This is an optimization exercise on Yosys and OpenROAD, whose aim is small area and a short achievable clock period, not a production implementation.
No functional check of the RTL was part of this run.
Power is estimated from default activity; no workload was simulated.

## flow/design.v

```verilog
module pfx_nnp (input gi, input pi, input gj, input pj, output go, output po);
assign go = ((~gi) | ((~pi) & (~gj)));
assign po = ((~pi) & (~pj));
endmodule
module pfx_nnp_g (input gi, input pi, input gj, output go);
assign go = ((~gi) | ((~pi) & (~gj)));
endmodule
module pfx_npp_g (input gi, input pi, input gj, output go);
assign go = ((~gi) | ((~pi) & (gj)));
endmodule
module pfx_pnn_g (input gi, input pi, input gj, output go);
assign go = ~((gi) | ((pi) & (~gj)));
endmodule
module pfx_ppn (input gi, input pi, input gj, input pj, output go, output po);
assign go = ~((gi) | ((pi) & (gj)));
assign po = ~((pi) & (pj));
endmodule
module pfx_ppn_g (input gi, input pi, input gj, output go);
assign go = ~((gi) | ((pi) & (gj)));
endmodule
module cpa (input [63:0] x, input [63:0] y, output [63:0] s);
wire [63:0] g0 = x & y;
wire [63:0] p0 = x ^ y;
wire g1_1, g1_3, p1_3, g1_5, p1_5, g1_7, p1_7, g1_9, p1_9, g1_11, p1_11, g1_13, p1_13, g1_15, p1_15, g1_17, p1_17, g1_19, p1_19, g1_21, p1_21, g1_23, p1_23, g1_25, p1_25, g1_27, p1_27, g1_29, p1_29, g1_31, p1_31, g1_33, p1_33, g1_35, p1_35, g1_37, p1_37, g1_39, p1_39, g1_41, p1_41, g1_43, p1_43, g1_45, p1_45, g1_47, p1_47, g1_49, p1_49, g1_51, p1_51, g1_53, p1_53, g1_55, p1_55, g1_57, p1_57, g1_59, p1_59, g1_61, p1_61, g2_3, g2_5, p2_5, g2_7, p2_7, g2_9, p2_9, g2_11, p2_11, g2_13, p2_13, g2_15, p2_15, g2_17, p2_17, g2_19, p2_19, g2_21, p2_21, g2_23, p2_23, g2_25, p2_25, g2_27, p2_27, g2_29, p2_29, g2_31, p2_31, g2_33, p2_33, g2_35, p2_35, g2_37, p2_37, g2_39, p2_39, g2_41, p2_41, g2_43, p2_43, g2_45, p2_45, g2_47, p2_47, g2_49, p2_49, g2_51, p2_51, g2_53, p2_53, g2_55, p2_55, g2_57, p2_57, g2_59, p2_59, g2_61, p2_61, g3_5, g3_7, g3_9, p3_9, g3_11, p3_11, g3_13, p3_13, g3_15, p3_15, g3_17, p3_17, g3_19, p3_19, g3_21, p3_21, g3_23, p3_23, g3_25, p3_25, g3_27, p3_27, g3_29, p3_29, g3_31, p3_31, g3_33, p3_33, g3_35, p3_35, g3_37, p3_37, g3_39, p3_39, g3_41, p3_41, g3_43, p3_43, g3_45, p3_45, g3_47, p3_47, g3_49, p3_49, g3_51, p3_51, g3_53, p3_53, g3_55, p3_55, g3_57, p3_57, g3_59, p3_59, g3_61, p3_61, g4_9, g4_11, g4_13, g4_15, g4_17, p4_17, g4_19, p4_19, g4_21, p4_21, g4_23, p4_23, g4_25, p4_25, g4_27, p4_27, g4_29, p4_29, g4_31, p4_31, g4_33, p4_33, g4_35, p4_35, g4_37, p4_37, g4_39, p4_39, g4_41, p4_41, g4_43, p4_43, g4_45, p4_45, g4_47, p4_47, g4_49, p4_49, g4_51, p4_51, g4_53, p4_53, g4_55, p4_55, g4_57, p4_57, g4_59, p4_59, g4_61, p4_61, g5_17, g5_19, g5_21, g5_23, g5_25, g5_27, g5_29, g5_31, g5_33, p5_33, g5_35, p5_35, g5_37, p5_37, g5_39, p5_39, g5_41, p5_41, g5_43, p5_43, g5_45, p5_45, g5_47, p5_47, g5_49, p5_49, g5_51, p5_51, g5_53, p5_53, g5_55, p5_55, g5_57, p5_57, g5_59, p5_59, g5_61, p5_61, g6_33, g6_35, g6_37, g6_39, g6_41, g6_43, g6_45, g6_47, g6_49, g6_51, g6_53, g6_55, g6_57, g6_59, g6_61, g7_2, g7_4, g7_6, g7_8, g7_10, g7_12, g7_14, g7_16, g7_18, g7_20, g7_22, g7_24, g7_26, g7_28, g7_30, g7_32, g7_34, g7_36, g7_38, g7_40, g7_42, g7_44, g7_46, g7_48, g7_50, g7_52, g7_54, g7_56, g7_58, g7_60, g7_62;
pfx_ppn_g u_1_1 (.gi(g0[1]), .pi(p0[1]), .gj(g0[0]), .go(g1_1));
pfx_ppn u_1_3 (.gi(g0[3]), .pi(p0[3]), .gj(g0[2]), .pj(p0[2]), .po(p1_3), .go(g1_3));
pfx_ppn u_1_5 (.gi(g0[5]), .pi(p0[5]), .gj(g0[4]), .pj(p0[4]), .po(p1_5), .go(g1_5));
pfx_ppn u_1_7 (.gi(g0[7]), .pi(p0[7]), .gj(g0[6]), .pj(p0[6]), .po(p1_7), .go(g1_7));
pfx_ppn u_1_9 (.gi(g0[9]), .pi(p0[9]), .gj(g0[8]), .pj(p0[8]), .po(p1_9), .go(g1_9));
pfx_ppn u_1_11 (.gi(g0[11]), .pi(p0[11]), .gj(g0[10]), .pj(p0[10]), .po(p1_11), .go(g1_11));
pfx_ppn u_1_13 (.gi(g0[13]), .pi(p0[13]), .gj(g0[12]), .pj(p0[12]), .po(p1_13), .go(g1_13));
pfx_ppn u_1_15 (.gi(g0[15]), .pi(p0[15]), .gj(g0[14]), .pj(p0[14]), .po(p1_15), .go(g1_15));
pfx_ppn u_1_17 (.gi(g0[17]), .pi(p0[17]), .gj(g0[16]), .pj(p0[16]), .po(p1_17), .go(g1_17));
pfx_ppn u_1_19 (.gi(g0[19]), .pi(p0[19]), .gj(g0[18]), .pj(p0[18]), .po(p1_19), .go(g1_19));
pfx_ppn u_1_21 (.gi(g0[21]), .pi(p0[21]), .gj(g0[20]), .pj(p0[20]), .po(p1_21), .go(g1_21));
pfx_ppn u_1_23 (.gi(g0[23]), .pi(p0[23]), .gj(g0[22]), .pj(p0[22]), .po(p1_23), .go(g1_23));
pfx_ppn u_1_25 (.gi(g0[25]), .pi(p0[25]), .gj(g0[24]), .pj(p0[24]), .po(p1_25), .go(g1_25));
pfx_ppn u_1_27 (.gi(g0[27]), .pi(p0[27]), .gj(g0[26]), .pj(p0[26]), .po(p1_27), .go(g1_27));
pfx_ppn u_1_29 (.gi(g0[29]), .pi(p0[29]), .gj(g0[28]), .pj(p0[28]), .po(p1_29), .go(g1_29));
pfx_ppn u_1_31 (.gi(g0[31]), .pi(p0[31]), .gj(g0[30]), .pj(p0[30]), .po(p1_31), .go(g1_31));
pfx_ppn u_1_33 (.gi(g0[33]), .pi(p0[33]), .gj(g0[32]), .pj(p0[32]), .po(p1_33), .go(g1_33));
pfx_ppn u_1_35 (.gi(g0[35]), .pi(p0[35]), .gj(g0[34]), .pj(p0[34]), .po(p1_35), .go(g1_35));
pfx_ppn u_1_37 (.gi(g0[37]), .pi(p0[37]), .gj(g0[36]), .pj(p0[36]), .po(p1_37), .go(g1_37));
pfx_ppn u_1_39 (.gi(g0[39]), .pi(p0[39]), .gj(g0[38]), .pj(p0[38]), .po(p1_39), .go(g1_39));
pfx_ppn u_1_41 (.gi(g0[41]), .pi(p0[41]), .gj(g0[40]), .pj(p0[40]), .po(p1_41), .go(g1_41));
pfx_ppn u_1_43 (.gi(g0[43]), .pi(p0[43]), .gj(g0[42]), .pj(p0[42]), .po(p1_43), .go(g1_43));
pfx_ppn u_1_45 (.gi(g0[45]), .pi(p0[45]), .gj(g0[44]), .pj(p0[44]), .po(p1_45), .go(g1_45));
pfx_ppn u_1_47 (.gi(g0[47]), .pi(p0[47]), .gj(g0[46]), .pj(p0[46]), .po(p1_47), .go(g1_47));
pfx_ppn u_1_49 (.gi(g0[49]), .pi(p0[49]), .gj(g0[48]), .pj(p0[48]), .po(p1_49), .go(g1_49));
pfx_ppn u_1_51 (.gi(g0[51]), .pi(p0[51]), .gj(g0[50]), .pj(p0[50]), .po(p1_51), .go(g1_51));
pfx_ppn u_1_53 (.gi(g0[53]), .pi(p0[53]), .gj(g0[52]), .pj(p0[52]), .po(p1_53), .go(g1_53));
pfx_ppn u_1_55 (.gi(g0[55]), .pi(p0[55]), .gj(g0[54]), .pj(p0[54]), .po(p1_55), .go(g1_55));
pfx_ppn u_1_57 (.gi(g0[57]), .pi(p0[57]), .gj(g0[56]), .pj(p0[56]), .po(p1_57), .go(g1_57));
pfx_ppn u_1_59 (.gi(g0[59]), .pi(p0[59]), .gj(g0[58]), .pj(p0[58]), .po(p1_59), .go(g1_59));
pfx_ppn u_1_61 (.gi(g0[61]), .pi(p0[61]), .gj(g0[60]), .pj(p0[60]), .po(p1_61), .go(g1_61));
pfx_nnp_g u_2_3 (.gi(g1_3), .pi(p1_3), .gj(g1_1), .go(g2_3));
pfx_nnp u_2_5 (.gi(g1_5), .pi(p1_5), .gj(g1_3), .pj(p1_3), .po(p2_5), .go(g2_5));
pfx_nnp u_2_7 (.gi(g1_7), .pi(p1_7), .gj(g1_5), .pj(p1_5), .po(p2_7), .go(g2_7));
pfx_nnp u_2_9 (.gi(g1_9), .pi(p1_9), .gj(g1_7), .pj(p1_7), .po(p2_9), .go(g2_9));
pfx_nnp u_2_11 (.gi(g1_11), .pi(p1_11), .gj(g1_9), .pj(p1_9), .po(p2_11), .go(g2_11));
pfx_nnp u_2_13 (.gi(g1_13), .pi(p1_13), .gj(g1_11), .pj(p1_11), .po(p2_13), .go(g2_13));
pfx_nnp u_2_15 (.gi(g1_15), .pi(p1_15), .gj(g1_13), .pj(p1_13), .po(p2_15), .go(g2_15));
pfx_nnp u_2_17 (.gi(g1_17), .pi(p1_17), .gj(g1_15), .pj(p1_15), .po(p2_17), .go(g2_17));
pfx_nnp u_2_19 (.gi(g1_19), .pi(p1_19), .gj(g1_17), .pj(p1_17), .po(p2_19), .go(g2_19));
pfx_nnp u_2_21 (.gi(g1_21), .pi(p1_21), .gj(g1_19), .pj(p1_19), .po(p2_21), .go(g2_21));
pfx_nnp u_2_23 (.gi(g1_23), .pi(p1_23), .gj(g1_21), .pj(p1_21), .po(p2_23), .go(g2_23));
pfx_nnp u_2_25 (.gi(g1_25), .pi(p1_25), .gj(g1_23), .pj(p1_23), .po(p2_25), .go(g2_25));
pfx_nnp u_2_27 (.gi(g1_27), .pi(p1_27), .gj(g1_25), .pj(p1_25), .po(p2_27), .go(g2_27));
pfx_nnp u_2_29 (.gi(g1_29), .pi(p1_29), .gj(g1_27), .pj(p1_27), .po(p2_29), .go(g2_29));
pfx_nnp u_2_31 (.gi(g1_31), .pi(p1_31), .gj(g1_29), .pj(p1_29), .po(p2_31), .go(g2_31));
pfx_nnp u_2_33 (.gi(g1_33), .pi(p1_33), .gj(g1_31), .pj(p1_31), .po(p2_33), .go(g2_33));
pfx_nnp u_2_35 (.gi(g1_35), .pi(p1_35), .gj(g1_33), .pj(p1_33), .po(p2_35), .go(g2_35));
pfx_nnp u_2_37 (.gi(g1_37), .pi(p1_37), .gj(g1_35), .pj(p1_35), .po(p2_37), .go(g2_37));
pfx_nnp u_2_39 (.gi(g1_39), .pi(p1_39), .gj(g1_37), .pj(p1_37), .po(p2_39), .go(g2_39));
pfx_nnp u_2_41 (.gi(g1_41), .pi(p1_41), .gj(g1_39), .pj(p1_39), .po(p2_41), .go(g2_41));
pfx_nnp u_2_43 (.gi(g1_43), .pi(p1_43), .gj(g1_41), .pj(p1_41), .po(p2_43), .go(g2_43));
pfx_nnp u_2_45 (.gi(g1_45), .pi(p1_45), .gj(g1_43), .pj(p1_43), .po(p2_45), .go(g2_45));
pfx_nnp u_2_47 (.gi(g1_47), .pi(p1_47), .gj(g1_45), .pj(p1_45), .po(p2_47), .go(g2_47));
pfx_nnp u_2_49 (.gi(g1_49), .pi(p1_49), .gj(g1_47), .pj(p1_47), .po(p2_49), .go(g2_49));
pfx_nnp u_2_51 (.gi(g1_51), .pi(p1_51), .gj(g1_49), .pj(p1_49), .po(p2_51), .go(g2_51));
pfx_nnp u_2_53 (.gi(g1_53), .pi(p1_53), .gj(g1_51), .pj(p1_51), .po(p2_53), .go(g2_53));
pfx_nnp u_2_55 (.gi(g1_55), .pi(p1_55), .gj(g1_53), .pj(p1_53), .po(p2_55), .go(g2_55));
pfx_nnp u_2_57 (.gi(g1_57), .pi(p1_57), .gj(g1_55), .pj(p1_55), .po(p2_57), .go(g2_57));
pfx_nnp u_2_59 (.gi(g1_59), .pi(p1_59), .gj(g1_57), .pj(p1_57), .po(p2_59), .go(g2_59));
pfx_nnp u_2_61 (.gi(g1_61), .pi(p1_61), .gj(g1_59), .pj(p1_59), .po(p2_61), .go(g2_61));
pfx_pnn_g u_3_5 (.gi(g2_5), .pi(p2_5), .gj(g1_1), .go(g3_5));
pfx_ppn_g u_3_7 (.gi(g2_7), .pi(p2_7), .gj(g2_3), .go(g3_7));
pfx_ppn u_3_9 (.gi(g2_9), .pi(p2_9), .gj(g2_5), .pj(p2_5), .po(p3_9), .go(g3_9));
pfx_ppn u_3_11 (.gi(g2_11), .pi(p2_11), .gj(g2_7), .pj(p2_7), .po(p3_11), .go(g3_11));
pfx_ppn u_3_13 (.gi(g2_13), .pi(p2_13), .gj(g2_9), .pj(p2_9), .po(p3_13), .go(g3_13));
pfx_ppn u_3_15 (.gi(g2_15), .pi(p2_15), .gj(g2_11), .pj(p2_11), .po(p3_15), .go(g3_15));
pfx_ppn u_3_17 (.gi(g2_17), .pi(p2_17), .gj(g2_13), .pj(p2_13), .po(p3_17), .go(g3_17));
pfx_ppn u_3_19 (.gi(g2_19), .pi(p2_19), .gj(g2_15), .pj(p2_15), .po(p3_19), .go(g3_19));
pfx_ppn u_3_21 (.gi(g2_21), .pi(p2_21), .gj(g2_17), .pj(p2_17), .po(p3_21), .go(g3_21));
pfx_ppn u_3_23 (.gi(g2_23), .pi(p2_23), .gj(g2_19), .pj(p2_19), .po(p3_23), .go(g3_23));
pfx_ppn u_3_25 (.gi(g2_25), .pi(p2_25), .gj(g2_21), .pj(p2_21), .po(p3_25), .go(g3_25));
pfx_ppn u_3_27 (.gi(g2_27), .pi(p2_27), .gj(g2_23), .pj(p2_23), .po(p3_27), .go(g3_27));
pfx_ppn u_3_29 (.gi(g2_29), .pi(p2_29), .gj(g2_25), .pj(p2_25), .po(p3_29), .go(g3_29));
pfx_ppn u_3_31 (.gi(g2_31), .pi(p2_31), .gj(g2_27), .pj(p2_27), .po(p3_31), .go(g3_31));
pfx_ppn u_3_33 (.gi(g2_33), .pi(p2_33), .gj(g2_29), .pj(p2_29), .po(p3_33), .go(g3_33));
pfx_ppn u_3_35 (.gi(g2_35), .pi(p2_35), .gj(g2_31), .pj(p2_31), .po(p3_35), .go(g3_35));
pfx_ppn u_3_37 (.gi(g2_37), .pi(p2_37), .gj(g2_33), .pj(p2_33), .po(p3_37), .go(g3_37));
pfx_ppn u_3_39 (.gi(g2_39), .pi(p2_39), .gj(g2_35), .pj(p2_35), .po(p3_39), .go(g3_39));
pfx_ppn u_3_41 (.gi(g2_41), .pi(p2_41), .gj(g2_37), .pj(p2_37), .po(p3_41), .go(g3_41));
pfx_ppn u_3_43 (.gi(g2_43), .pi(p2_43), .gj(g2_39), .pj(p2_39), .po(p3_43), .go(g3_43));
pfx_ppn u_3_45 (.gi(g2_45), .pi(p2_45), .gj(g2_41), .pj(p2_41), .po(p3_45), .go(g3_45));
pfx_ppn u_3_47 (.gi(g2_47), .pi(p2_47), .gj(g2_43), .pj(p2_43), .po(p3_47), .go(g3_47));
pfx_ppn u_3_49 (.gi(g2_49), .pi(p2_49), .gj(g2_45), .pj(p2_45), .po(p3_49), .go(g3_49));
pfx_ppn u_3_51 (.gi(g2_51), .pi(p2_51), .gj(g2_47), .pj(p2_47), .po(p3_51), .go(g3_51));
pfx_ppn u_3_53 (.gi(g2_53), .pi(p2_53), .gj(g2_49), .pj(p2_49), .po(p3_53), .go(g3_53));
pfx_ppn u_3_55 (.gi(g2_55), .pi(p2_55), .gj(g2_51), .pj(p2_51), .po(p3_55), .go(g3_55));
pfx_ppn u_3_57 (.gi(g2_57), .pi(p2_57), .gj(g2_53), .pj(p2_53), .po(p3_57), .go(g3_57));
pfx_ppn u_3_59 (.gi(g2_59), .pi(p2_59), .gj(g2_55), .pj(p2_55), .po(p3_59), .go(g3_59));
pfx_ppn u_3_61 (.gi(g2_61), .pi(p2_61), .gj(g2_57), .pj(p2_57), .po(p3_61), .go(g3_61));
pfx_nnp_g u_4_9 (.gi(g3_9), .pi(p3_9), .gj(g1_1), .go(g4_9));
pfx_npp_g u_4_11 (.gi(g3_11), .pi(p3_11), .gj(g2_3), .go(g4_11));
pfx_nnp_g u_4_13 (.gi(g3_13), .pi(p3_13), .gj(g3_5), .go(g4_13));
pfx_nnp_g u_4_15 (.gi(g3_15), .pi(p3_15), .gj(g3_7), .go(g4_15));
pfx_nnp u_4_17 (.gi(g3_17), .pi(p3_17), .gj(g3_9), .pj(p3_9), .po(p4_17), .go(g4_17));
pfx_nnp u_4_19 (.gi(g3_19), .pi(p3_19), .gj(g3_11), .pj(p3_11), .po(p4_19), .go(g4_19));
pfx_nnp u_4_21 (.gi(g3_21), .pi(p3_21), .gj(g3_13), .pj(p3_13), .po(p4_21), .go(g4_21));
pfx_nnp u_4_23 (.gi(g3_23), .pi(p3_23), .gj(g3_15), .pj(p3_15), .po(p4_23), .go(g4_23));
pfx_nnp u_4_25 (.gi(g3_25), .pi(p3_25), .gj(g3_17), .pj(p3_17), .po(p4_25), .go(g4_25));
pfx_nnp u_4_27 (.gi(g3_27), .pi(p3_27), .gj(g3_19), .pj(p3_19), .po(p4_27), .go(g4_27));
pfx_nnp u_4_29 (.gi(g3_29), .pi(p3_29), .gj(g3_21), .pj(p3_21), .po(p4_29), .go(g4_29));
pfx_nnp u_4_31 (.gi(g3_31), .pi(p3_31), .gj(g3_23), .pj(p3_23), .po(p4_31), .go(g4_31));
pfx_nnp u_4_33 (.gi(g3_33), .pi(p3_33), .gj(g3_25), .pj(p3_25), .po(p4_33), .go(g4_33));
pfx_nnp u_4_35 (.gi(g3_35), .pi(p3_35), .gj(g3_27), .pj(p3_27), .po(p4_35), .go(g4_35));
pfx_nnp u_4_37 (.gi(g3_37), .pi(p3_37), .gj(g3_29), .pj(p3_29), .po(p4_37), .go(g4_37));
pfx_nnp u_4_39 (.gi(g3_39), .pi(p3_39), .gj(g3_31), .pj(p3_31), .po(p4_39), .go(g4_39));
pfx_nnp u_4_41 (.gi(g3_41), .pi(p3_41), .gj(g3_33), .pj(p3_33), .po(p4_41), .go(g4_41));
pfx_nnp u_4_43 (.gi(g3_43), .pi(p3_43), .gj(g3_35), .pj(p3_35), .po(p4_43), .go(g4_43));
pfx_nnp u_4_45 (.gi(g3_45), .pi(p3_45), .gj(g3_37), .pj(p3_37), .po(p4_45), .go(g4_45));
pfx_nnp u_4_47 (.gi(g3_47), .pi(p3_47), .gj(g3_39), .pj(p3_39), .po(p4_47), .go(g4_47));
pfx_nnp u_4_49 (.gi(g3_49), .pi(p3_49), .gj(g3_41), .pj(p3_41), .po(p4_49), .go(g4_49));
pfx_nnp u_4_51 (.gi(g3_51), .pi(p3_51), .gj(g3_43), .pj(p3_43), .po(p4_51), .go(g4_51));
pfx_nnp u_4_53 (.gi(g3_53), .pi(p3_53), .gj(g3_45), .pj(p3_45), .po(p4_53), .go(g4_53));
pfx_nnp u_4_55 (.gi(g3_55), .pi(p3_55), .gj(g3_47), .pj(p3_47), .po(p4_55), .go(g4_55));
pfx_nnp u_4_57 (.gi(g3_57), .pi(p3_57), .gj(g3_49), .pj(p3_49), .po(p4_57), .go(g4_57));
pfx_nnp u_4_59 (.gi(g3_59), .pi(p3_59), .gj(g3_51), .pj(p3_51), .po(p4_59), .go(g4_59));
pfx_nnp u_4_61 (.gi(g3_61), .pi(p3_61), .gj(g3_53), .pj(p3_53), .po(p4_61), .go(g4_61));
pfx_pnn_g u_5_17 (.gi(g4_17), .pi(p4_17), .gj(g1_1), .go(g5_17));
pfx_ppn_g u_5_19 (.gi(g4_19), .pi(p4_19), .gj(g2_3), .go(g5_19));
pfx_pnn_g u_5_21 (.gi(g4_21), .pi(p4_21), .gj(g3_5), .go(g5_21));
pfx_pnn_g u_5_23 (.gi(g4_23), .pi(p4_23), .gj(g3_7), .go(g5_23));
pfx_ppn_g u_5_25 (.gi(g4_25), .pi(p4_25), .gj(g4_9), .go(g5_25));
pfx_ppn_g u_5_27 (.gi(g4_27), .pi(p4_27), .gj(g4_11), .go(g5_27));
pfx_ppn_g u_5_29 (.gi(g4_29), .pi(p4_29), .gj(g4_13), .go(g5_29));
pfx_ppn_g u_5_31 (.gi(g4_31), .pi(p4_31), .gj(g4_15), .go(g5_31));
pfx_ppn u_5_33 (.gi(g4_33), .pi(p4_33), .gj(g4_17), .pj(p4_17), .po(p5_33), .go(g5_33));
pfx_ppn u_5_35 (.gi(g4_35), .pi(p4_35), .gj(g4_19), .pj(p4_19), .po(p5_35), .go(g5_35));
pfx_ppn u_5_37 (.gi(g4_37), .pi(p4_37), .gj(g4_21), .pj(p4_21), .po(p5_37), .go(g5_37));
pfx_ppn u_5_39 (.gi(g4_39), .pi(p4_39), .gj(g4_23), .pj(p4_23), .po(p5_39), .go(g5_39));
pfx_ppn u_5_41 (.gi(g4_41), .pi(p4_41), .gj(g4_25), .pj(p4_25), .po(p5_41), .go(g5_41));
pfx_ppn u_5_43 (.gi(g4_43), .pi(p4_43), .gj(g4_27), .pj(p4_27), .po(p5_43), .go(g5_43));
pfx_ppn u_5_45 (.gi(g4_45), .pi(p4_45), .gj(g4_29), .pj(p4_29), .po(p5_45), .go(g5_45));
pfx_ppn u_5_47 (.gi(g4_47), .pi(p4_47), .gj(g4_31), .pj(p4_31), .po(p5_47), .go(g5_47));
pfx_ppn u_5_49 (.gi(g4_49), .pi(p4_49), .gj(g4_33), .pj(p4_33), .po(p5_49), .go(g5_49));
pfx_ppn u_5_51 (.gi(g4_51), .pi(p4_51), .gj(g4_35), .pj(p4_35), .po(p5_51), .go(g5_51));
pfx_ppn u_5_53 (.gi(g4_53), .pi(p4_53), .gj(g4_37), .pj(p4_37), .po(p5_53), .go(g5_53));
pfx_ppn u_5_55 (.gi(g4_55), .pi(p4_55), .gj(g4_39), .pj(p4_39), .po(p5_55), .go(g5_55));
pfx_ppn u_5_57 (.gi(g4_57), .pi(p4_57), .gj(g4_41), .pj(p4_41), .po(p5_57), .go(g5_57));
pfx_ppn u_5_59 (.gi(g4_59), .pi(p4_59), .gj(g4_43), .pj(p4_43), .po(p5_59), .go(g5_59));
pfx_ppn u_5_61 (.gi(g4_61), .pi(p4_61), .gj(g4_45), .pj(p4_45), .po(p5_61), .go(g5_61));
pfx_nnp_g u_6_33 (.gi(g5_33), .pi(p5_33), .gj(g1_1), .go(g6_33));
pfx_npp_g u_6_35 (.gi(g5_35), .pi(p5_35), .gj(g2_3), .go(g6_35));
pfx_nnp_g u_6_37 (.gi(g5_37), .pi(p5_37), .gj(g3_5), .go(g6_37));
pfx_nnp_g u_6_39 (.gi(g5_39), .pi(p5_39), .gj(g3_7), .go(g6_39));
pfx_npp_g u_6_41 (.gi(g5_41), .pi(p5_41), .gj(g4_9), .go(g6_41));
pfx_npp_g u_6_43 (.gi(g5_43), .pi(p5_43), .gj(g4_11), .go(g6_43));
pfx_npp_g u_6_45 (.gi(g5_45), .pi(p5_45), .gj(g4_13), .go(g6_45));
pfx_npp_g u_6_47 (.gi(g5_47), .pi(p5_47), .gj(g4_15), .go(g6_47));
pfx_nnp_g u_6_49 (.gi(g5_49), .pi(p5_49), .gj(g5_17), .go(g6_49));
pfx_nnp_g u_6_51 (.gi(g5_51), .pi(p5_51), .gj(g5_19), .go(g6_51));
pfx_nnp_g u_6_53 (.gi(g5_53), .pi(p5_53), .gj(g5_21), .go(g6_53));
pfx_nnp_g u_6_55 (.gi(g5_55), .pi(p5_55), .gj(g5_23), .go(g6_55));
pfx_nnp_g u_6_57 (.gi(g5_57), .pi(p5_57), .gj(g5_25), .go(g6_57));
pfx_nnp_g u_6_59 (.gi(g5_59), .pi(p5_59), .gj(g5_27), .go(g6_59));
pfx_nnp_g u_6_61 (.gi(g5_61), .pi(p5_61), .gj(g5_29), .go(g6_61));
pfx_pnn_g u_7_2 (.gi(g0[2]), .pi(p0[2]), .gj(g1_1), .go(g7_2));
pfx_ppn_g u_7_4 (.gi(g0[4]), .pi(p0[4]), .gj(g2_3), .go(g7_4));
pfx_pnn_g u_7_6 (.gi(g0[6]), .pi(p0[6]), .gj(g3_5), .go(g7_6));
pfx_pnn_g u_7_8 (.gi(g0[8]), .pi(p0[8]), .gj(g3_7), .go(g7_8));
pfx_ppn_g u_7_10 (.gi(g0[10]), .pi(p0[10]), .gj(g4_9), .go(g7_10));
pfx_ppn_g u_7_12 (.gi(g0[12]), .pi(p0[12]), .gj(g4_11), .go(g7_12));
pfx_ppn_g u_7_14 (.gi(g0[14]), .pi(p0[14]), .gj(g4_13), .go(g7_14));
pfx_ppn_g u_7_16 (.gi(g0[16]), .pi(p0[16]), .gj(g4_15), .go(g7_16));
pfx_pnn_g u_7_18 (.gi(g0[18]), .pi(p0[18]), .gj(g5_17), .go(g7_18));
pfx_pnn_g u_7_20 (.gi(g0[20]), .pi(p0[20]), .gj(g5_19), .go(g7_20));
pfx_pnn_g u_7_22 (.gi(g0[22]), .pi(p0[22]), .gj(g5_21), .go(g7_22));
pfx_pnn_g u_7_24 (.gi(g0[24]), .pi(p0[24]), .gj(g5_23), .go(g7_24));
pfx_pnn_g u_7_26 (.gi(g0[26]), .pi(p0[26]), .gj(g5_25), .go(g7_26));
pfx_pnn_g u_7_28 (.gi(g0[28]), .pi(p0[28]), .gj(g5_27), .go(g7_28));
pfx_pnn_g u_7_30 (.gi(g0[30]), .pi(p0[30]), .gj(g5_29), .go(g7_30));
pfx_pnn_g u_7_32 (.gi(g0[32]), .pi(p0[32]), .gj(g5_31), .go(g7_32));
pfx_ppn_g u_7_34 (.gi(g0[34]), .pi(p0[34]), .gj(g6_33), .go(g7_34));
pfx_ppn_g u_7_36 (.gi(g0[36]), .pi(p0[36]), .gj(g6_35), .go(g7_36));
pfx_ppn_g u_7_38 (.gi(g0[38]), .pi(p0[38]), .gj(g6_37), .go(g7_38));
pfx_ppn_g u_7_40 (.gi(g0[40]), .pi(p0[40]), .gj(g6_39), .go(g7_40));
pfx_ppn_g u_7_42 (.gi(g0[42]), .pi(p0[42]), .gj(g6_41), .go(g7_42));
pfx_ppn_g u_7_44 (.gi(g0[44]), .pi(p0[44]), .gj(g6_43), .go(g7_44));
pfx_ppn_g u_7_46 (.gi(g0[46]), .pi(p0[46]), .gj(g6_45), .go(g7_46));
pfx_ppn_g u_7_48 (.gi(g0[48]), .pi(p0[48]), .gj(g6_47), .go(g7_48));
pfx_ppn_g u_7_50 (.gi(g0[50]), .pi(p0[50]), .gj(g6_49), .go(g7_50));
pfx_ppn_g u_7_52 (.gi(g0[52]), .pi(p0[52]), .gj(g6_51), .go(g7_52));
pfx_ppn_g u_7_54 (.gi(g0[54]), .pi(p0[54]), .gj(g6_53), .go(g7_54));
pfx_ppn_g u_7_56 (.gi(g0[56]), .pi(p0[56]), .gj(g6_55), .go(g7_56));
pfx_ppn_g u_7_58 (.gi(g0[58]), .pi(p0[58]), .gj(g6_57), .go(g7_58));
pfx_ppn_g u_7_60 (.gi(g0[60]), .pi(p0[60]), .gj(g6_59), .go(g7_60));
pfx_ppn_g u_7_62 (.gi(g0[62]), .pi(p0[62]), .gj(g6_61), .go(g7_62));
assign s[0] = p0[0];
assign s[1] = p0[1] ^ g0[0];
assign s[2] = ~(p0[2] ^ g1_1);
assign s[3] = ~(p0[3] ^ g7_2);
assign s[4] = p0[4] ^ g2_3;
assign s[5] = ~(p0[5] ^ g7_4);
assign s[6] = ~(p0[6] ^ g3_5);
assign s[7] = ~(p0[7] ^ g7_6);
assign s[8] = ~(p0[8] ^ g3_7);
assign s[9] = ~(p0[9] ^ g7_8);
assign s[10] = p0[10] ^ g4_9;
assign s[11] = ~(p0[11] ^ g7_10);
assign s[12] = p0[12] ^ g4_11;
assign s[13] = ~(p0[13] ^ g7_12);
assign s[14] = p0[14] ^ g4_13;
assign s[15] = ~(p0[15] ^ g7_14);
assign s[16] = p0[16] ^ g4_15;
assign s[17] = ~(p0[17] ^ g7_16);
assign s[18] = ~(p0[18] ^ g5_17);
assign s[19] = ~(p0[19] ^ g7_18);
assign s[20] = ~(p0[20] ^ g5_19);
assign s[21] = ~(p0[21] ^ g7_20);
assign s[22] = ~(p0[22] ^ g5_21);
assign s[23] = ~(p0[23] ^ g7_22);
assign s[24] = ~(p0[24] ^ g5_23);
assign s[25] = ~(p0[25] ^ g7_24);
assign s[26] = ~(p0[26] ^ g5_25);
assign s[27] = ~(p0[27] ^ g7_26);
assign s[28] = ~(p0[28] ^ g5_27);
assign s[29] = ~(p0[29] ^ g7_28);
assign s[30] = ~(p0[30] ^ g5_29);
assign s[31] = ~(p0[31] ^ g7_30);
assign s[32] = ~(p0[32] ^ g5_31);
assign s[33] = ~(p0[33] ^ g7_32);
assign s[34] = p0[34] ^ g6_33;
assign s[35] = ~(p0[35] ^ g7_34);
assign s[36] = p0[36] ^ g6_35;
assign s[37] = ~(p0[37] ^ g7_36);
assign s[38] = p0[38] ^ g6_37;
assign s[39] = ~(p0[39] ^ g7_38);
assign s[40] = p0[40] ^ g6_39;
assign s[41] = ~(p0[41] ^ g7_40);
assign s[42] = p0[42] ^ g6_41;
assign s[43] = ~(p0[43] ^ g7_42);
assign s[44] = p0[44] ^ g6_43;
assign s[45] = ~(p0[45] ^ g7_44);
assign s[46] = p0[46] ^ g6_45;
assign s[47] = ~(p0[47] ^ g7_46);
assign s[48] = p0[48] ^ g6_47;
assign s[49] = ~(p0[49] ^ g7_48);
assign s[50] = p0[50] ^ g6_49;
assign s[51] = ~(p0[51] ^ g7_50);
assign s[52] = p0[52] ^ g6_51;
assign s[53] = ~(p0[53] ^ g7_52);
assign s[54] = p0[54] ^ g6_53;
assign s[55] = ~(p0[55] ^ g7_54);
assign s[56] = p0[56] ^ g6_55;
assign s[57] = ~(p0[57] ^ g7_56);
assign s[58] = p0[58] ^ g6_57;
assign s[59] = ~(p0[59] ^ g7_58);
assign s[60] = p0[60] ^ g6_59;
assign s[61] = ~(p0[61] ^ g7_60);
assign s[62] = p0[62] ^ g6_61;
assign s[63] = ~(p0[63] ^ g7_62);
endmodule
module adder_1 #(parameter DSIZE = 64)
            (
                in_a,
                in_b,
                in_c,
                in_d,
                sum,
                clk,
                rst_n
            );
input   [DSIZE-1:0]     in_a;
input   [DSIZE-1:0]     in_b;
input   [DSIZE-1:0]     in_c;
input   [DSIZE-1:0]     in_d;
output  [DSIZE-1:0]     sum ;
input                   clk;
input                   rst_n;
wire   [DSIZE-1:0]      s1 = in_a ^ in_b ^ in_c;
wire   [DSIZE-1:0]      c1 = (in_a & in_b) | (in_a & in_c) | (in_b & in_c);
wire   [DSIZE-1:0]      c1s = {c1[DSIZE-2:0], 1'b0};
wire   [DSIZE-1:0]      s2 = s1 ^ c1s ^ in_d;
wire   [DSIZE-1:0]      c2 = (s1 & c1s) | (s1 & in_d) | (c1s & in_d);
reg    [DSIZE-1:0]      sv_l;
reg    [DSIZE-1:1]      cv_l;
reg    [DSIZE-1:0]      sum_l;
wire   [DSIZE-1:0]      sum_n;
cpa u_cpa (.x(sv_l), .y({cv_l, 1'b0}), .s(sum_n));
always @(posedge clk or negedge rst_n)
begin
    if(~rst_n)
    begin
        sv_l    <= 0;
        cv_l    <= 0;
        sum_l   <= 0;
    end
    else
    begin
        sv_l    <= s2;
        cv_l    <= c2[DSIZE-2:0];
        sum_l   <= sum_n;
    end
end
assign sum = sum_l;
endmodule
```

## flow/flow/run.sh

```bash
#!/bin/bash
export BUFFER_PORTS_ARGS="-buffer_cell sky130_fd_sc_hd__buf_1"
bash standard.sh > standard.log 2>&1
```

## flow/standard.sh

```bash
#!/bin/bash
# synth_recipe.tcl (not shown) runs the flow's synth.tcl, then flattens the netlist and writes it again
# the make line also repeats each setting of config.mk as NAME=value (left out here)
make -C /OpenROAD-flow-scripts/flow DESIGN_CONFIG=/design/flow/config.mk WORK_HOME=/design/flow/orfs CLKGATE_MAP_FILE= SYNTH_SCRIPT=/design/flow/synth_recipe.tcl "${@:-finish}"
```

## flow/config.mk

```make
export PLATFORM = sky130hd
export DESIGN_NAME = adder_1
export DESIGN_NICKNAME = adder_1
export VERILOG_FILES = /design/flow/design.v
export SDC_FILE = /design/flow/constraint.sdc
export NUM_CORES = 4
export LEC_CHECK = 0
export CAP_MARGIN = 20
export CORE_MARGIN = 2
export CORE_UTILIZATION = 40
export SETUP_SLACK_MARGIN = 2.1
export SLEW_MARGIN = 20
export SYNTH_HIERARCHICAL = 1
export SYNTH_MINIMUM_KEEP_SIZE = 0
```

## flow/constraint.sdc

```tcl
create_clock -name core_clock -period 4.0 [get_ports {clk}]
set_input_delay 0.8000 -clock core_clock [delete_from_list [all_inputs] [get_ports {clk}]]
set_output_delay 0.8000 -clock core_clock [all_outputs]
set_load 0.01 [all_outputs]
```

==> run notes <==
==> cells in the final DEF, fill, tap and decap left out, drive strengths merged <==
cell      instances
inv              24
fa              125
clkbuf           21
ha               64
o21ai            72
a21oi           114
clkinv            6
nand2            72
bufinv            2
xnor3             2
diode             1
buf             368
dfrtp           191
nor2             52
xor2             22
clkinvlp          1
conb              1
xnor2            42
==> cells in the mapped netlist <==
library cell and n:
nand2_1 72, dfrtp_1 191, fa_1 125, buf_4 1, conb_1 1, o21ai_1 66
a21oi_2 114, nor2_1 52, ha_1 64, xnor2_1 42, xnor3_1 2, inv_1 21
o21ai_2 6, xor2_1 22
==> stage by stage <==
step	hold slack [ns]	utilization, %	std cells	setup WS, ns
after floorplan	0.504	-	779	2.09
after detailed placement	0.466	48.0	1438	1.60
final	0.477	58.0	1515	1.90
after global placement	0.449	48.0	1438	1.65
after global routing	0.500	58.0	1514	1.82
after CTS	0.484	57.0	1504	1.91
==> cells by family (layout without fill, tap and decap cells) <==
group	count (synthesis)	count (layout)	share of synthesized area (%)
DFF	191	191	45.0
xor gates and xnor gates	66	66	5.70
and+or+nand+nor	124	124	4.38
other	1	2	0.0353
AOI/OAI and AO/OA	186	186	13.0
adders and majority gates	189	189	31.1
buffers and inverters	22	422	0.813
==> area by class of cell <==
| type | instances | area, um^2 |
|---|---|---|
| inverters | 21 | 78.8 |
| well taps | 335 | 419 |
| clock inverters | 12 | 131 |
| repair buffers | 369 | 1680 |
| diodes | 1 | 2.50 |
| clock buffers | 20 | 467 |
| multi-input cells | 566 | 7560 |
| fillers | 2139 | 10900 |
| flip-flops and latches | 191 | 4780 |
==> Yosys stat by module, one instance, submodules excluded <==
module / copies in the design / cell area [um^2]
adder_1: 1 / 7340
cpa: 1 / 1360
pfx_nnp: 52 / 8.76
pfx_nnp_g: 14 / 5.00
pfx_npp_g: 6 / 12.5
pfx_pnn_g: 15 / 12.5
pfx_ppn: 72 / 12.5
pfx_ppn_g: 27 / 8.76
==> power by group <==
group / internal (W) / switching (W)
clock network: 0.000974 / 0.000741
logic: 0.00229 / 0.00287
registers: 0.00256 / 0.000301
total: 0.00582 / 0.00391
==> state kept, by name, summed over array words and instances (netlist names) <==
register	count
cv_l	63
sum_l	64
sv_l	64
==> worst max-delay path, delay by kind of cell, from the launching register on <==
kind | cells | cell delay [ns]
AO/OA/AOI/OAI | 7 | 1.08
XOR/XNOR | 1 | 0.22
adder cells (fa/ha/maj) | 1 | 0.27
flip-flops | 1 | 0.40
==> worst max-delay path by stage <==
stage	endpoint	slack, ns	cells past startpoint
CTS	sum_l[63]	1.91	9
finish	sum_l[63]	1.90	9
global route	sum_l[59]	1.82	9
detailed placement	sum_l[55]	1.60	9
global placement	sum_l[59]	1.65	9
floorplan	sum_l[63]	2.09	9
==> routing by layer <==
metal	up-vias	GRT usage [%]	share of wire [%]
li1	3376	-	-
met1	3657	25.4	42
met2	203	33.4	51
met3	17	5.01	5.5
met4	0	3.60	1.1
met5	-	0	0
==> timing repair <==
item                       in CTS  in global routing
resized for setup             280                 41
pin swaps                      73                 39
setup endpoints to repair      48                 50
buffers inserted               34                 10
cloned                          0                  0
==> metrics.cfg <==
[setup_path]
reg2reg_slack_ns = 1.90
cpPeakStageDelay_ns = 0.40
cp_max_fo = 4
reg2reg_depth = 9
start_kind = flip-flop
timing.rr.start = sv_l[5]
cp_slowest_cell = dfrtp_1
arrival_ns = 2.41
worstSetupStartpoint = sv_l[5]
crit_chain = ha_4 -> a21oi_4 -> o21ai_4 -> a21oi_4 -> o21ai_4 -> a21oi_2 -> o21ai_2 -> a21oi_2 -> xnor3_1
cp.required_ns = 4.32
path_class = flip-flop to flip-flop
end_kind = flip-flop
timing.rr.end = sum_l[63]

[clock_network]
worstSkewPairLatency_ns = 0.44
cts_buffers = 17
holdBufCountCts = 0
cts.reportedPaths.clkPinSlew_ns = 0.07
cts_sinks = 191
clockBufferDepth = 2
h-tree-depth = 4
cts_tree = done
root_buffer = clkbuf_16

[synthesis]
synth_cells = 779
synth_top_cell_area_share_pct = 45.0
ys_top_cells_by_area = dfrtp_1 (45%), fa_1 (24%), a21oi_2 (9.4%)
synth_top_area_cell = dfrtp_1
yosys.cell_types.count = 14
yosysSeqAreaShare_pct = 45.0
yosys_warnings = 7
synth-seq-cells = 191
syn_area_um2 = 10600
synth_area_per_cell_um2 = 13.6
synth_nets = 1226

[floorplanning]
rows = 59
start_util_pct = 40.8
design.die.area_um2 = 27900
die_w_um = 167
core_area_um2 = 26100
die_h_um = 167
io_pins = 322

[timing]
clock.fmax_ghz = 0.477
fin_crit_sh_pct = 52.4
setup_violations = 0
grt_setup_unrepaired = true
worst-slew-pin-transition_ns = 0.871
skew_ns = 0.0109
finalHoldViolations = 0
drv_slew = 0
fin_crit_ns = 2.10
finalSetupTns_ns = 0
slew_headroom_pct = 41.9

[global_route]
first_global_vias = 8236
grt_pass1_wl_um = 42300
grt_antenna_before_repair = 0
grtUsageTotal_pct = 19.5
grt_overflow = 0
grt_max_degree = 59

[power]
fin_total_pwr_w = 0.00973
leakage_nw = 5.72
p_per_area_nw_per_um2 = 644
vdd_ir_drop_max_v = 0.000302

[routing]
dr.pass1.iters = 4
drt_iter0_markers = 249
wl_per_cell_um = 17.0
vias_per_cell = 4.79
ant_nets = 0
wl_um = 25800
drc = 0
vias = 7253

[layout]
drive_gt1_share_pct = 34.8
post-route-cell-area_um2 = 15100
final_nets = 1613
syn_to_final_growth_pct = 42.3

[placement]
dp.final_hpwl_um = 20400
place.gp.congestion = 0.896
post_dp_cell_area_um2 = 12500
portBuffers = 321

[flow_run]
max-cap-violations = 0

[hold_path]
hp-class = input port to asynchronous set/reset pin

[outcome]
status = complete, no violations

## re-timing with driven ports
The results above use ideal ports. As a check the final layout listed here was re-extracted and re-timed, cells and wires unchanged. Step 1: set_driving_cell puts a clkbuf_16 on clk and a buf_2 on each other input, an assumption about the parent block. Step 2 times the ports against the registers' clock, not the clock port: input delays grow and output delays shrink by t, the midpoint of the rising clock arrivals with the driver on. Three values: ideal ports, drivers, drivers and shift; two values: the first two.
t, ns: 0.478
slack for setup (ns): 1.904 / 1.904 / 1.904
worst setup path after step 2: register to register
slew at the worst register clock pin (ns): 0.07 / 0.07
worst slew at a driven data input, ns: 0.08
After both steps setup and hold are still met in this run. For this run, drivers alone change the setup slack by 0.000 ns; drivers and shift together by 0.000 ns.
